This design comes from an exercise in tuning for small area, a short achievable clock period and few clock cycles on the open sky130 flow, not from production work. Function was not checked in any run shown here: the RTL went through the layout flow alone. No activity file was given, so power comes from the tool's default toggle rates.

==> flow/design.v (outline; a module is shown in full before it is edited, if it fits) <==
// module LASER: 1485 lines
module LASER (
    input CLK,
    input RST,
    input [3:0] X,
    input [3:0] Y,
    output reg [3:0] C1X,
    output reg [3:0] C1Y,
    output reg [3:0] C2X,
    output reg [3:0] C2Y,
    output reg DONE);
  // ...
==> flow/run.sh <==
#!/bin/bash
# synth_recipe.tcl (not shown) runs the flow's synth.tcl, then flattens the netlist and writes it again
# the make line also repeats each setting of config.mk as NAME=value (left out here)
make -C /OpenROAD-flow-scripts/flow DESIGN_CONFIG=/design/flow/config.mk WORK_HOME=/design/flow/orfs CLKGATE_MAP_FILE= SYNTH_SCRIPT=/design/flow/synth_recipe.tcl finish
==> flow/config.mk <==
export PLATFORM = sky130hd
export DESIGN_NAME = LASER
export DESIGN_NICKNAME = LASER
export VERILOG_FILES = /design/flow/design.v
export SDC_FILE = /design/flow/constraint.sdc
export NUM_CORES = 4
export LEC_CHECK = 0
export CAP_MARGIN = 20
export CORE_MARGIN = 2
export CORE_UTILIZATION = 40
export SLEW_MARGIN = 20
==> flow/constraint.sdc <==
create_clock -name core_clock -period 6.5 [get_ports {CLK}]
set_input_delay 1.3000 -clock core_clock [delete_from_list [all_inputs] [get_ports {CLK}]]
set_output_delay 1.3000 -clock core_clock [all_outputs]
set_load 0.01 [all_outputs]
==> flow_summary.json, run 1 <==
{
  "status": "finished clean",
  "cts_resized": 47,
  "layout_common_cells": "957 x dfxtp_1, 569 x inv_1, 356 x fa_1",
  "finalCritPeriodShare": 0.986,
  "wl_um": 135000,
  "synthArstFlopShare": 0,
  "hold_viol_final": 0,
  "io_pins": 27,
  "slew_violations": 0,
  "track_usage": 0.224,
  "critPathArrivalTime_ns": 6.97,
  "cp.depth": 39,
  "fin_util": 0.465,
  "ys.flop_type": "dfxtp_1",
  "top_power_group": "sequential cells",
  "taps": 1524,
  "antenna_left": 0,
  "htreeDepth": 3,
  "grt_max_degree": 162,
  "insertion_delay_ns": 0.75,
  "grt_pass1_vias": 31700,
  "clock_buffers": 147,
  "cp_slowest_cell": "dfxtp_2",
  "netlist.area_leader.share": 0.416,
  "synth-compound-area-share": 0.125,
  "drc": 0,
  "hold_ws_ns": 0.253,
  "p_seq_frac": 0.497,
  "stdcell_count": 6087,
  "dr.pass1.iters": 6,
  "buffer_area_frac": 0.0386,
  "p_comb_frac": 0.044,
  "grt_pass1_wl_um": 202000,
  "finalSetupViolCount": 0,
  "synth_area_leaders": "dfxtp_1 42%, fa_1 15%, ha_1 7.9%",
  "crit_path_frequent_cell": "a21o_1",
  "crit-reg2reg-launch": "nR[1][0]",
  "crit_type": "reg -> reg",
  "clkCellAreaFrac": 0.0648,
  "gp_congestion": 1.05
}
==> run 2: changes to the inputs <==
--- a/flow/design.v
+++ b/flow/design.v
@@ -76,130 +76,134 @@
     end
   endfunction
   wire [3:0] cy  = ro + 4'd4;                  
   wire [3:0] cyn = ro + 4'd3;                  
   wire       fen = fpass != 3'd0;              
   wire [3:0] ffx = fpass[0] ? C1X : C2X;       
   wire [3:0] ffy = fpass[0] ? C1Y : C2Y;
   wire [16:0] fg = therm(ffx);
-  wire [15:0] m0, m2, m3, m4;                  
-  assign m0[0] = 1'b1 & !fg[1];
-  assign m2[0] = 1'b1 & !fg[3];
-  assign m3[0] = 1'b1 & !fg[4];
-  assign m4[0] = 1'b1 & !fg[5];
-  assign m0[1] = fg[1] & !fg[2];
-  assign m2[1] = 1'b1 & !fg[4];
-  assign m3[1] = 1'b1 & !fg[5];
-  assign m4[1] = 1'b1 & !fg[6];
-  assign m0[2] = fg[2] & !fg[3];
-  assign m2[2] = 1'b1 & !fg[5];
-  assign m3[2] = 1'b1 & !fg[6];
-  assign m4[2] = 1'b1 & !fg[7];
-  assign m0[3] = fg[3] & !fg[4];
-  assign m2[3] = fg[1] & !fg[6];
-  assign m3[3] = 1'b1 & !fg[7];
-  assign m4[3] = 1'b1 & !fg[8];
-  assign m0[4] = fg[4] & !fg[5];
-  assign m2[4] = fg[2] & !fg[7];
-  assign m3[4] = fg[1] & !fg[8];
-  assign m4[4] = 1'b1 & !fg[9];
-  assign m0[5] = fg[5] & !fg[6];
-  assign m2[5] = fg[3] & !fg[8];
-  assign m3[5] = fg[2] & !fg[9];
-  assign m4[5] = fg[1] & !fg[10];
-  assign m0[6] = fg[6] & !fg[7];
-  assign m2[6] = fg[4] & !fg[9];
-  assign m3[6] = fg[3] & !fg[10];
-  assign m4[6] = fg[2] & !fg[11];
-  assign m0[7] = fg[7] & !fg[8];
-  assign m2[7] = fg[5] & !fg[10];
-  assign m3[7] = fg[4] & !fg[11];
-  assign m4[7] = fg[3] & !fg[12];
-  assign m0[8] = fg[8] & !fg[9];
-  assign m2[8] = fg[6] & !fg[11];
-  assign m3[8] = fg[5] & !fg[12];
-  assign m4[8] = fg[4] & !fg[13];
-  assign m0[9] = fg[9] & !fg[10];
-  assign m2[9] = fg[7] & !fg[12];
-  assign m3[9] = fg[6] & !fg[13];
-  assign m4[9] = fg[5] & !fg[14];
-  assign m0[10] = fg[10] & !fg[11];
-  assign m2[10] = fg[8] & !fg[13];
-  assign m3[10] = fg[7] & !fg[14];
-  assign m4[10] = fg[6] & !fg[15];
-  assign m0[11] = fg[11] & !fg[12];
-  assign m2[11] = fg[9] & !fg[14];
-  assign m3[11] = fg[8] & !fg[15];
-  assign m4[11] = fg[7] & !1'b0;
-  assign m0[12] = fg[12] & !fg[13];
-  assign m2[12] = fg[10] & !fg[15];
-  assign m3[12] = fg[9] & !1'b0;
-  assign m4[12] = fg[8] & !1'b0;
-  assign m0[13] = fg[13] & !fg[14];
-  assign m2[13] = fg[11] & !1'b0;
-  assign m3[13] = fg[10] & !1'b0;
-  assign m4[13] = fg[9] & !1'b0;
-  assign m0[14] = fg[14] & !fg[15];
-  assign m2[14] = fg[12] & !1'b0;
-  assign m3[14] = fg[11] & !1'b0;
-  assign m4[14] = fg[10] & !1'b0;
-  assign m0[15] = fg[15] & !1'b0;
-  assign m2[15] = fg[13] & !1'b0;
-  assign m3[15] = fg[12] & !1'b0;
-  assign m4[15] = fg[11] & !1'b0;
-  wire signed [5:0] fq = $signed({2'b00, cyn}) - $signed({2'b00, ffy});
+  wire [15:0] mc0, mc2, mc3, mc4;              
+  reg  [15:0] m0, m2, m3, m4;
+  always @(posedge CLK) begin
+    m0 <= mc0; m2 <= mc2; m3 <= mc3; m4 <= mc4;
+  end
+  assign mc0[0] = 1'b1 & !fg[1];
+  assign mc2[0] = 1'b1 & !fg[3];
+  assign mc3[0] = 1'b1 & !fg[4];
+  assign mc4[0] = 1'b1 & !fg[5];
+  assign mc0[1] = fg[1] & !fg[2];
+  assign mc2[1] = 1'b1 & !fg[4];
+  assign mc3[1] = 1'b1 & !fg[5];
+  assign mc4[1] = 1'b1 & !fg[6];
+  assign mc0[2] = fg[2] & !fg[3];
+  assign mc2[2] = 1'b1 & !fg[5];
+  assign mc3[2] = 1'b1 & !fg[6];
+  assign mc4[2] = 1'b1 & !fg[7];
+  assign mc0[3] = fg[3] & !fg[4];
+  assign mc2[3] = fg[1] & !fg[6];
+  assign mc3[3] = 1'b1 & !fg[7];
+  assign mc4[3] = 1'b1 & !fg[8];
+  assign mc0[4] = fg[4] & !fg[5];
+  assign mc2[4] = fg[2] & !fg[7];
+  assign mc3[4] = fg[1] & !fg[8];
+  assign mc4[4] = 1'b1 & !fg[9];
+  assign mc0[5] = fg[5] & !fg[6];
+  assign mc2[5] = fg[3] & !fg[8];
+  assign mc3[5] = fg[2] & !fg[9];
+  assign mc4[5] = fg[1] & !fg[10];
+  assign mc0[6] = fg[6] & !fg[7];
+  assign mc2[6] = fg[4] & !fg[9];
+  assign mc3[6] = fg[3] & !fg[10];
+  assign mc4[6] = fg[2] & !fg[11];
+  assign mc0[7] = fg[7] & !fg[8];
+  assign mc2[7] = fg[5] & !fg[10];
+  assign mc3[7] = fg[4] & !fg[11];
+  assign mc4[7] = fg[3] & !fg[12];
+  assign mc0[8] = fg[8] & !fg[9];
+  assign mc2[8] = fg[6] & !fg[11];
+  assign mc3[8] = fg[5] & !fg[12];
+  assign mc4[8] = fg[4] & !fg[13];
+  assign mc0[9] = fg[9] & !fg[10];
+  assign mc2[9] = fg[7] & !fg[12];
+  assign mc3[9] = fg[6] & !fg[13];
+  assign mc4[9] = fg[5] & !fg[14];
+  assign mc0[10] = fg[10] & !fg[11];
+  assign mc2[10] = fg[8] & !fg[13];
+  assign mc3[10] = fg[7] & !fg[14];
+  assign mc4[10] = fg[6] & !fg[15];
+  assign mc0[11] = fg[11] & !fg[12];
+  assign mc2[11] = fg[9] & !fg[14];
+  assign mc3[11] = fg[8] & !fg[15];
+  assign mc4[11] = fg[7] & !1'b0;
+  assign mc0[12] = fg[12] & !fg[13];
+  assign mc2[12] = fg[10] & !fg[15];
+  assign mc3[12] = fg[9] & !1'b0;
+  assign mc4[12] = fg[8] & !1'b0;
+  assign mc0[13] = fg[13] & !fg[14];
+  assign mc2[13] = fg[11] & !1'b0;
+  assign mc3[13] = fg[10] & !1'b0;
+  assign mc4[13] = fg[9] & !1'b0;
+  assign mc0[14] = fg[14] & !fg[15];
+  assign mc2[14] = fg[12] & !1'b0;
+  assign mc3[14] = fg[11] & !1'b0;
+  assign mc4[14] = fg[10] & !1'b0;
+  assign mc0[15] = fg[15] & !1'b0;
+  assign mc2[15] = fg[13] & !1'b0;
+  assign mc3[15] = fg[12] & !1'b0;
+  assign mc4[15] = fg[11] & !1'b0;
+  wire [5:0] fq = {2'b00, cyn} - {2'b00, ffy};    
   reg [8:0] pe0, pe12, pe3, pe4, pvr;
   reg       pfen;
   always @(posedge CLK) begin
     pfen <= fen;
-    pe0[0] <= fen && fq == (4);
-    pe12[0] <= fen && (fq == (5) || fq == (6) || fq == (3) || fq == (2));
-    pe3[0] <= fen && (fq == (7) || fq == (1));
-    pe4[0] <= fen && (fq == (8) || fq == (0));
+    pe0[0] <= fen && fq == 6'd4;
+    pe12[0] <= fen && (fq == 6'd5 || fq == 6'd6 || fq == 6'd3 || fq == 6'd2);
+    pe3[0] <= fen && (fq == 6'd7 || fq == 6'd1);
+    pe4[0] <= fen && (fq == 6'd8 || fq == 6'd0);
     pvr[0] <= cyn >= 4'd4;
-    pe0[1] <= fen && fq == (3);
-    pe12[1] <= fen && (fq == (4) || fq == (5) || fq == (2) || fq == (1));
-    pe3[1] <= fen && (fq == (6) || fq == (0));
-    pe4[1] <= fen && (fq == (7) || fq == (-1));
+    pe0[1] <= fen && fq == 6'd3;
+    pe12[1] <= fen && (fq == 6'd4 || fq == 6'd5 || fq == 6'd2 || fq == 6'd1);
+    pe3[1] <= fen && (fq == 6'd6 || fq == 6'd0);
+    pe4[1] <= fen && (fq == 6'd7 || fq == 6'd63);
     pvr[1] <= cyn >= 4'd3;
-    pe0[2] <= fen && fq == (2);
-    pe12[2] <= fen && (fq == (3) || fq == (4) || fq == (1) || fq == (0));
-    pe3[2] <= fen && (fq == (5) || fq == (-1));
-    pe4[2] <= fen && (fq == (6) || fq == (-2));
+    pe0[2] <= fen && fq == 6'd2;
+    pe12[2] <= fen && (fq == 6'd3 || fq == 6'd4 || fq == 6'd1 || fq == 6'd0);
+    pe3[2] <= fen && (fq == 6'd5 || fq == 6'd63);
+    pe4[2] <= fen && (fq == 6'd6 || fq == 6'd62);
     pvr[2] <= cyn >= 4'd2;
-    pe0[3] <= fen && fq == (1);
-    pe12[3] <= fen && (fq == (2) || fq == (3) || fq == (0) || fq == (-1));
-    pe3[3] <= fen && (fq == (4) || fq == (-2));
-    pe4[3] <= fen && (fq == (5) || fq == (-3));
+    pe0[3] <= fen && fq == 6'd1;
+    pe12[3] <= fen && (fq == 6'd2 || fq == 6'd3 || fq == 6'd0 || fq == 6'd63);
+    pe3[3] <= fen && (fq == 6'd4 || fq == 6'd62);
+    pe4[3] <= fen && (fq == 6'd5 || fq == 6'd61);
     pvr[3] <= cyn >= 4'd1;
-    pe0[4] <= fen && fq == (0);
-    pe12[4] <= fen && (fq == (1) || fq == (2) || fq == (-1) || fq == (-2));
-    pe3[4] <= fen && (fq == (3) || fq == (-3));
-    pe4[4] <= fen && (fq == (4) || fq == (-4));
+    pe0[4] <= fen && fq == 6'd0;
+    pe12[4] <= fen && (fq == 6'd1 || fq == 6'd2 || fq == 6'd63 || fq == 6'd62);
+    pe3[4] <= fen && (fq == 6'd3 || fq == 6'd61);
+    pe4[4] <= fen && (fq == 6'd4 || fq == 6'd60);
     pvr[4] <= 1'b1;
-    pe0[5] <= fen && fq == (-1);
-    pe12[5] <= fen && (fq == (0) || fq == (1) || fq == (-2) || fq == (-3));
-    pe3[5] <= fen && (fq == (2) || fq == (-4));
-    pe4[5] <= fen && (fq == (3) || fq == (-5));
+    pe0[5] <= fen && fq == 6'd63;
+    pe12[5] <= fen && (fq == 6'd0 || fq == 6'd1 || fq == 6'd62 || fq == 6'd61);
+    pe3[5] <= fen && (fq == 6'd2 || fq == 6'd60);
+    pe4[5] <= fen && (fq == 6'd3 || fq == 6'd59);
     pvr[5] <= cyn <= 4'd14;
-    pe0[6] <= fen && fq == (-2);
-    pe12[6] <= fen && (fq == (-1) || fq == (0) || fq == (-3) || fq == (-4));
-    pe3[6] <= fen && (fq == (1) || fq == (-5));
-    pe4[6] <= fen && (fq == (2) || fq == (-6));
+    pe0[6] <= fen && fq == 6'd62;
+    pe12[6] <= fen && (fq == 6'd63 || fq == 6'd0 || fq == 6'd61 || fq == 6'd60);
+    pe3[6] <= fen && (fq == 6'd1 || fq == 6'd59);
+    pe4[6] <= fen && (fq == 6'd2 || fq == 6'd58);
     pvr[6] <= cyn <= 4'd13;
-    pe0[7] <= fen && fq == (-3);
-    pe12[7] <= fen && (fq == (-2) || fq == (-1) || fq == (-4) || fq == (-5));
-    pe3[7] <= fen && (fq == (0) || fq == (-6));
-    pe4[7] <= fen && (fq == (1) || fq == (-7));
+    pe0[7] <= fen && fq == 6'd61;
+    pe12[7] <= fen && (fq == 6'd62 || fq == 6'd63 || fq == 6'd60 || fq == 6'd59);
+    pe3[7] <= fen && (fq == 6'd0 || fq == 6'd58);
+    pe4[7] <= fen && (fq == 6'd1 || fq == 6'd57);
     pvr[7] <= cyn <= 4'd12;
-    pe0[8] <= fen && fq == (-4);
-    pe12[8] <= fen && (fq == (-3) || fq == (-2) || fq == (-5) || fq == (-6));
-    pe3[8] <= fen && (fq == (-1) || fq == (-7));
-    pe4[8] <= fen && (fq == (0) || fq == (-8));
+    pe0[8] <= fen && fq == 6'd60;
+    pe12[8] <= fen && (fq == 6'd61 || fq == 6'd62 || fq == 6'd59 || fq == 6'd58);
+    pe3[8] <= fen && (fq == 6'd63 || fq == 6'd57);
+    pe4[8] <= fen && (fq == 6'd0 || fq == 6'd56);
     pvr[8] <= cyn <= 4'd11;
   end
   wire [15:0] ex0 = ({16{pe0[0]}} & m4) | ({16{pe12[0]}} & m3) | ({16{pe3[0]}} & m2) | ({16{pe4[0]}} & m0);
   wire [15:0] bb0 = bm[0] & {16{pvr[0]}} & ~ex0;
   wire [15:0] ex1 = ({16{pe0[1]}} & m4) | ({16{pe12[1]}} & m3) | ({16{pe3[1]}} & m2) | ({16{pe4[1]}} & m0);
   wire [15:0] bb1 = bm[1] & {16{pvr[1]}} & ~ex1;
   wire [15:0] ex2 = ({16{pe0[2]}} & m4) | ({16{pe12[2]}} & m3) | ({16{pe3[2]}} & m2) | ({16{pe4[2]}} & m0);
   wire [15:0] bb2 = bm[2] & {16{pvr[2]}} & ~ex2;
@@ -1340,73 +1344,79 @@
     nR[13] <= cnt13;
     nR[14] <= cnt14;
     nR[15] <= cnt15;
     ry2 <= cy;
     k2 <= pfen && cy == 4'd15;
     ryR <= ry2;
     kR <= k2;
   end
-  reg [5:0] m1v [0:7];  reg [3:0] m1i [0:7];
-  reg [5:0] m2v [0:3];  reg [3:0] m2i [0:3];
-  reg [5:0] m3v [0:1];  reg [3:0] m3i [0:1];
-  reg [5:0] m4v;        reg [3:0] m4i;
+  reg [15:0] am [0:6];
+  reg [5:0]  m4v;
+  reg [3:0]  m4i;
+  reg [15:0] tb;
   always @(*) begin
-    for (i = 0; i < 7; i = i + 1)
-      if (nR[2*i+1] >= nR[2*i]) begin m1v[i] = nR[2*i+1]; m1i[i] = 2*i+1; end
-      else begin m1v[i] = nR[2*i]; m1i[i] = 2*i; end
-    if (!kR && nR[15] >= nR[14]) begin m1v[7] = nR[15]; m1i[7] = 4'd15; end
-    else begin m1v[7] = nR[14]; m1i[7] = 4'd14; end
-    for (i = 0; i < 4; i = i + 1)
-      if (m1v[2*i+1] >= m1v[2*i]) begin m2v[i] = m1v[2*i+1]; m2i[i] = m1i[2*i+1]; end
-      else begin m2v[i] = m1v[2*i]; m2i[i] = m1i[2*i]; end
-    for (i = 0; i < 2; i = i + 1)
-      if (m2v[2*i+1] >= m2v[2*i]) begin m3v[i] = m2v[2*i+1]; m3i[i] = m2i[2*i+1]; end
-      else begin m3v[i] = m2v[2*i]; m3i[i] = m2i[2*i]; end
-    if (m3v[1] >= m3v[0]) begin m4v = m3v[1]; m4i = m3i[1]; end
-    else begin m4v = m3v[0]; m4i = m3i[0]; end
+    am[6] = {!kR, 15'h7fff};
+    for (s = 5; s >= 0; s = s - 1) begin
+      for (i = 0; i < 16; i = i + 1) tb[i] = am[s+1][i] & nR[i][s];
+      m4v[s] = |tb;
+      am[s] = m4v[s] ? tb : am[s+1];
+    end
+    m4i = 4'd0;
+    for (i = 0; i < 16; i = i + 1)
+      if (am[0][i]) m4i = i;
   end
   always @(posedge CLK) begin
     rmM <= m4v;
     rxM <= m4i;
     ryM <= ryR;
   end
   reg       found;
   reg [5:0] maxE;
   reg [3:0] bx, by;
   wire tupd = vM && (!found || rmM > maxE || (rmM == maxE && ryM > by));
   wire [5:0] fmax = tupd ? rmM : maxE;
   wire [3:0] fbx  = tupd ? rxM : bx;
   wire [3:0] fby  = tupd ? ryM : by;
-  wire [6:0] nstar = {1'b0, fmax} + (fen ? {1'b0, acc} : 7'd0);
-  wire       fupd = nstar >= {1'b0, best};
+  wire [5:0] acce = fen ? acc : 6'd0;
+  wire [6:0] nstar = {1'b0, fmax} + {1'b0, acce};
+  reg  [6:0] thr;
+  always @(posedge CLK) thr <= {1'b0, best} - {1'b0, acce};
+  wire       fupd = thr[6] || fmax >= thr[5:0];
   wire [3:0] gxo = fpass[0] ? C2X : C1X;    
   wire [3:0] gyo = fpass[0] ? C2Y : C1Y;
   wire       fconv = !fupd || (fbx == gxo && fby == gyo && nstar[5:0] == best);
   wire [3:0] sfx = spass[0] ? C1X : C2X;
   wire [3:0] sfy = spass[0] ? C1Y : C2Y;
   wire       sfen = spass != 3'd0;
   wire       s1515 = scx == 4'd15 && scy == 4'd15 && sfen;
   wire [4:0] slo = {spass - 3'd1, 2'b00};
   wire       sa_in = hix >= slo && hix <= slo + 5'd3;
   wire       sb_in = spass == 3'd6 && hix <= 5'd3;
   wire covA = (incirc(scx, scy, pa[0][7:4], pa[0][3:0]) ||
                (sfen && incirc(sfx, sfy, pa[0][7:4], pa[0][3:0]))) && (!s1515 || sa_in);
   wire covB = (incirc(scx, scy, pb[0][7:4], pb[0][3:0]) ||
                (sfen && incirc(sfx, sfy, pb[0][7:4], pb[0][3:0]))) && (!s1515 || sb_in);
-  wire [5:0] stot = sacc + covA + covB;
+  reg        sgap;        
+  wire       stest = smode && !sgap;
+  reg        tA, tB, tlast, tfin, tpar;
+  reg  [3:0] tcx, tcy;
+  wire [5:0] stot = sacc + tA + tB;
   wire fend = fmode && fk == 5'd19;
   wire goslow = fend && fpass == 3'd0 && (acc != 6'd40 || fmax < 6'd5);
-  wire sstep = smode && ssub == 5'd19;
+  wire sstep = stest && ssub == 5'd19;
   always @(posedge CLK) begin
     if (RST) begin
       inph <= 1'b1;
       incnt <= 6'd0;
       fmode <= 1'b0;
       smode <= 1'b0;
+      sgap <= 1'b0;
+      tlast <= 1'b0;
+      tfin <= 1'b0;
       DONE <= 1'b0;
       v2 <= 1'b0;
       vR <= 1'b0;
       vM <= 1'b0;
     end else begin
       v2 <= evalid;
       vR <= v2;
       vM <= vR;
@@ -1434,52 +1444,61 @@
         end else begin
           fk <= fk + 5'd1;
         end
       end else begin
         fk <= 5'd0;
         fpass <= 3'd0;
       end
       if (goslow) smode <= 1'b1;
-      if (smode) begin
+      sgap <= 1'b0;
+      if (tfin) DONE <= 1'b1;
+      if (stest) begin
         ssub <= sstep ? 5'd0 : ssub + 5'd1;
         if (sstep) begin
           {scy, scx} <= {scy, scx} + 8'd1;
           if (scx == 4'd15 && scy == 4'd15) begin
             spass <= spass + 3'd1;
-            if (spass == 3'd6) begin
-              smode <= 1'b0;
-              DONE <= 1'b1;
-            end
+            sgap <= 1'b1;
+            if (spass == 3'd6) smode <= 1'b0;
           end
         end
-      end else begin
+      end else if (!smode) begin
         ssub <= 5'd0;
         spass <= 3'd0;
         scx <= 4'd0;
         scy <= 4'd0;
       end
     end
     if (evalid)
       acc <= (fk == 5'd1 ? 6'd0 : acc) + {1'b0, cpc};
     if (fk == 5'd0)
       found <= 1'b0;
     else if (tupd) begin
       found <= 1'b1;
       maxE <= rmM;
       bx <= rxM;
       by <= ryM;
     end
-    sacc <= sstep || !smode ? 6'd0 : stot;
+    tA <= stest && covA;
+    tB <= stest && covB;
+    tcx <= scx;
+    tcy <= scy;
+    tpar <= spass[0];
+    if (!RST) begin
+      tlast <= sstep;
+      tfin <= sstep && scx == 4'd15 && scy == 4'd15 && spass == 3'd6;
+    end
+    sacc <= tlast || !smode ? 6'd0 : stot;
     if (inph || goslow) begin
       best <= 6'd0;
       C1X <= 4'd0; C1Y <= 4'd0; C2X <= 4'd0; C2Y <= 4'd0;
     end else if (fend && fupd) begin
       best <= nstar[5:0];
       if (!fpass[0]) begin C1X <= fbx; C1Y <= fby; end
       else begin C2X <= fbx; C2Y <= fby; end
-    end else if (sstep && stot >= best) begin
+    end else if (tlast && stot >= best) begin
       best <= stot;
-      if (!spass[0]) begin C1X <= scx; C1Y <= scy; end
-      else begin C2X <= scx; C2Y <= scy; end
+      if (!tpar) begin C1X <= tcx; C1Y <= tcy; end
+      else begin C2X <= tcx; C2Y <= tcy; end
     end
   end
 endmodule
==> flow/config.mk (replaced) <==
export PLATFORM = sky130hd
export DESIGN_NAME = LASER
export DESIGN_NICKNAME = LASER
export VERILOG_FILES = /design/flow/design.v
export SDC_FILE = /design/flow/constraint.sdc
export NUM_CORES = 4
export LEC_CHECK = 0
export ABC_CLOCK_PERIOD_IN_PS = 4000
export CAP_MARGIN = 20
export CORE_MARGIN = 2
export CORE_UTILIZATION = 40
export SETUP_SLACK_MARGIN = 2.0
export SLEW_MARGIN = 20
==> run 2 against run 1 <==
Net effect:
- global-route usage shrank 0.54 points
- combinational power increased by 25%
- utilization is essentially flat
- via count is 0.12% lower
- non-clock buffer count down 110
- final cell count decreased by 2.7%
- first-iteration DRC count grew 37%
- synthesized cell count shrank 0.88%
- design area is 0.12% higher
- clock power is 11% higher
- clock-buffer cell count shrank 4
- die area up 0.32%
==> flow_summary.json, run 2 <==
{
  "dr.first_iter.drc_count": 3897,
  "portBuffers": 26,
  "avgSynthCellArea_um2": 11.0,
  "pre_cts_ws_ns": 0.461,
  "grt_pass1_vias": 31200,
  "crit-reg2reg-launch": "nR[13][5]",
  "cp.depth": 24,
  "r2r_cells": 24,
  "antenna_found_initial": 1,
  "drc": 0,
  "synth_mux_area_frac": 0.0180,
  "grt_overflow_total": 0,
  "grt_pass1_wl_um": 199000,
  "setup_ws_ns": 1.06,
  "hold_class": "reg -> reg",
  "final-seq-area_um2": 22200,
  "clockPowerShare": 0.465,
  "grtUsageMet3": 0.0308,
  "synthTopCellsByCount": "1043 x dfxtp_1, 532 x inv_1, 360 x nand2_1, 357 x fa_1, 208 x ha_1",
  "critical_path.max_fanout": 7,
  "dp_hpwl_um": 103000,
  "hold_viol_final": 0,
  "switching_share": 0.228,
  "endpoint_kind": "flop",
  "viasPerCell": 5.37,
  "start_util": 0.403,
  "core_um2": 116000,
  "htreeDepth": 3,
  "synth-compound-area-share": 0.126,
  "synth_top_family_by_area": "adder cells",
  "drive_gt1_frac": 0.115,
  "crit_family": "compound AO/OA/AOI/OAI gates",
  "die_h_um": 346,
  "layout_top_registers": "bm (256), pa (160), pb (160)",
  "p_seq_frac": 0.485,
  "synthArstFlopShare": 0,
  "syn_inst": 4264,
  "insertion_delay_ns": 0.77,
  "finalSetupViolCount": 0,
  "clockRootBuffer": "clkbuf_16",
  "final_common_cell": "dfxtp_1",
  "critPathArrivalTime_ns": 6.06,
  "wire_per_inst_um": 22.5,
  "cts_sinks": 1087,
  "finalCriticalPeriod_ns": 5.44,
  "finalCritPeriodShare": 0.837,
  "synth-xor-area-share": 0.0141,
  "clock_path_buffers": 3,
  "slew_violations": 0,
  "startpoint_type": "flop",
  "dr.pass1.iters": 12,
  "synth_fa_ha_area_frac": 0.209,
  "netlist.area_leader.share": 0.447,
  "cp_slowest_cell": "or4_4",
  "largest_register_ffs": 256,
  "power.leakage_nw": 23.0,
  "fp.dieW_um": 346,
  "wl_um": 133000,
  "n_fill_cell": 10700,
  "io_pins": 27,
  "hold_start": "pa[6][7]",
  "synth_seq_cells": 1087,
  "worstPathCellList": "or4_4 -> a21oi_4 -> and2_4 -> inv_4 -> o21a_4 -> buf_6 -> o221a_4 -> a21o_1 -> a211oi_2 -> a31oi_4 -> a211oi_4 -> buf_6 -> o221a_4 -> a22o_1 -> nor3_4 -> buf_12 -> o211a_1 -> a2111o_1 -> nor4_4 -> buf_6 -> buf_6 -> o221ai_4 -> a311o_1 -> a31o_1",
  "crit_type": "reg -> reg",
  "grt.busiest_layer": "met2",
  "via_count": 31800,
  "cap_viol_max_count": 0,
  "p_comb_frac": 0.050,
  "skew_ns": 0.0881,
  "numCtsBuffers": 110,
  "cp_slowest_stage_delay_ns": 0.55,
  "track_usage": 0.219,
  "grt_max_degree": 240,
  "fin_nets": 4881,
  "p_per_area_nw_per_um2": 264,
  "die_area_um2": 120000,
  "r2r-end": "rxM[1]",
  "syn_to_final_growth_pct": 15.4,
  "ys_seq_area_frac": 0.475,
  "synth_area_leader_cell": "dfxtp_1",
  "grt_setup_unrepaired": "yes",
  "hold_buffers": 0,
  "hold-path-cell-count": 0,
  "worstPathRequired_ns": 7.12,
  "yosysMostFrequentCell": "dfxtp_1",
  "rrSetupSlack_ns": 1.06,
  "synth_fp_nets": 4839,
  "antenna_left": 0,
  "status": "finished clean",
  "tritoncts": "done",
  "synth_area_leaders": "dfxtp_1 45%, fa_1 15%, ha_1 5.6%",
  "gp_congestion": 0.943,
  "ir_drop_v": 0.000299,
  "tightest_slew_ns": 1.10,
  "layout_common_cells": "1028 x dfxtp_1, 522 x inv_1, 355 x nand2_1",
  "synthesis.area_um2": 46700,
  "slew_headroom": 0.263,
  "rows": 125,
  "synth_edf_count": 44,
  "synth-simple-area-share": 0.0966,
  "crit_path_frequent_cell": "buf_6",
  "regMostFlops": "bm",
  "gr-usage-met2": 0.355,
  "clk_transition_reported_paths_ns": 0.07,
  "tns_ns": 0,
  "p_int_mw": 11.0,
  "ys_warn_count": 9,
  "multi_input_area_um2": 22500,
  "critical_path_buf_inv_count": 6,
  "synth_cell_type_count": 76,
  "hold_path_end": "pa[7][7]",
  "ys.flop_type": "dfxtp_1",
  "fmax_mhz": 184,
  "p_sw_mw": 3.25,
  "grtUsageMet1": 0.299
}
## run 2: worst max path at each step
| stage | startpoint | slack, ns | to |
|---|---|---|---|
| 3_3_place_gp | nR[12][5] | 0.40 | rxM[0] |
| 4_1_cts | nR[12][5] | 1.14 | rxM[0] |
| 3_5_place_dp | nR[12][5] | 0.46 | rxM[0] |
| 2_1_floorplan | nR[13][5] | 1.40 | rxM[1] |
| 5_1_grt | nR[13][5] | 0.90 | rxM[1] |
| 6_report | nR[13][5] | 1.06 | rxM[1] |
## run 2: per-layer routing
metal | routed length, um | vias to the layer above
met5 | 0 | -
met4 | 4400 | 0
met3 | 8190 | 247
met2 | 61800 | 1157
met1 | 59000 | 15700
li1 | - | 14700
## run 2: layout make-up
type / count / share of cell area
Inverter: 537 / 0.0375
Tap cell: 1524 / 0.0354
Clock buffer: 143 / 0.0573
Timing Repair Buffer: 144 / 0.0256
Antenna cell: 1 / 0.0000464
Clock inverter: 59 / 0.0150
Sequential cell: 1087 / 0.412
Multi-Input combinational cell: 2426 / 0.417
## run 2: through the flow
step | hold WS [ns] | util | std cells | area [um2] | total power [mW]
final | 0.315 | 0.465 | 5921 | 53900 | 14.3
after global routing | 0.316 | 0.465 | 5920 | 53900 | 14.7
after detailed placement | 0.312 | 0.418 | 5635 | 48500 | 7.63
after floorplan | 0.310 | - | 4264 | 46900 | 7.44
after CTS | 0.320 | 0.460 | 5891 | 53300 | 14.3
after global placement | 0.310 | 0.418 | 5634 | 48500 | 7.63
## run 2: logic make-up after synthesis
group | after synthesis
buffers and inverters | 752
flip-flops | 1087
AO/OA/AOI/OAI | 777
multiplexers | 81
XOR/XNOR | 75
adder cells (fa/ha/maj) | 568
AND/OR/NAND/NOR | 924
## run 2: timing repair
action	4_1_cts	5_1_grt
endpoints found under the setup margin	36	38
gates resized for setup	124	84
gates cloned	4	2
pin swaps	53	53
buffers inserted	50	27
## run 2: power by group through the flow
stage          Combinational [mW]  Sequential [mW]  Clock [mW]
6_report                    0.710             6.92        6.63
5_1_grt                     0.776             6.93        7.01
4_1_cts                     0.618             6.92        6.76
3_5_place_dp                0.560             7.07           0
3_3_place_gp                0.560             7.07           0
2_1_floorplan               0.420             7.02           0

[what the ideal ports hide]
No port has a modelled driver above. Below, the same layouts with a new extraction and two added sets of constraints. Step 1 assumes that a clkbuf_16 drives the clock port and a buf_2 every other input. Step 2 adds t to the input delays and takes it off the output delays; t is the mean of the earliest and latest rising clock arrival at the registers after step 1. Input paths then give back, and output paths get back, about the clock's delay inside the block. a / b / c = no drivers / after step 1 / after step 2; a / b = the first two.
| run | shift t [ns] | slack for setup (ns) | latest minus earliest clock arrival (ns) | worst slew at a driven data input, ns |
|---|---|---|---|---|
| run 1 | 0.781 | 0.091 / 0.091 / 0.091 | 0.098 / 0.098 | 0.06 |
| run 2 | 0.792 | 1.059 / 1.059 / 1.059 | 0.093 / 0.093 | 0.05 |
After both steps every run listed still meets setup and hold.
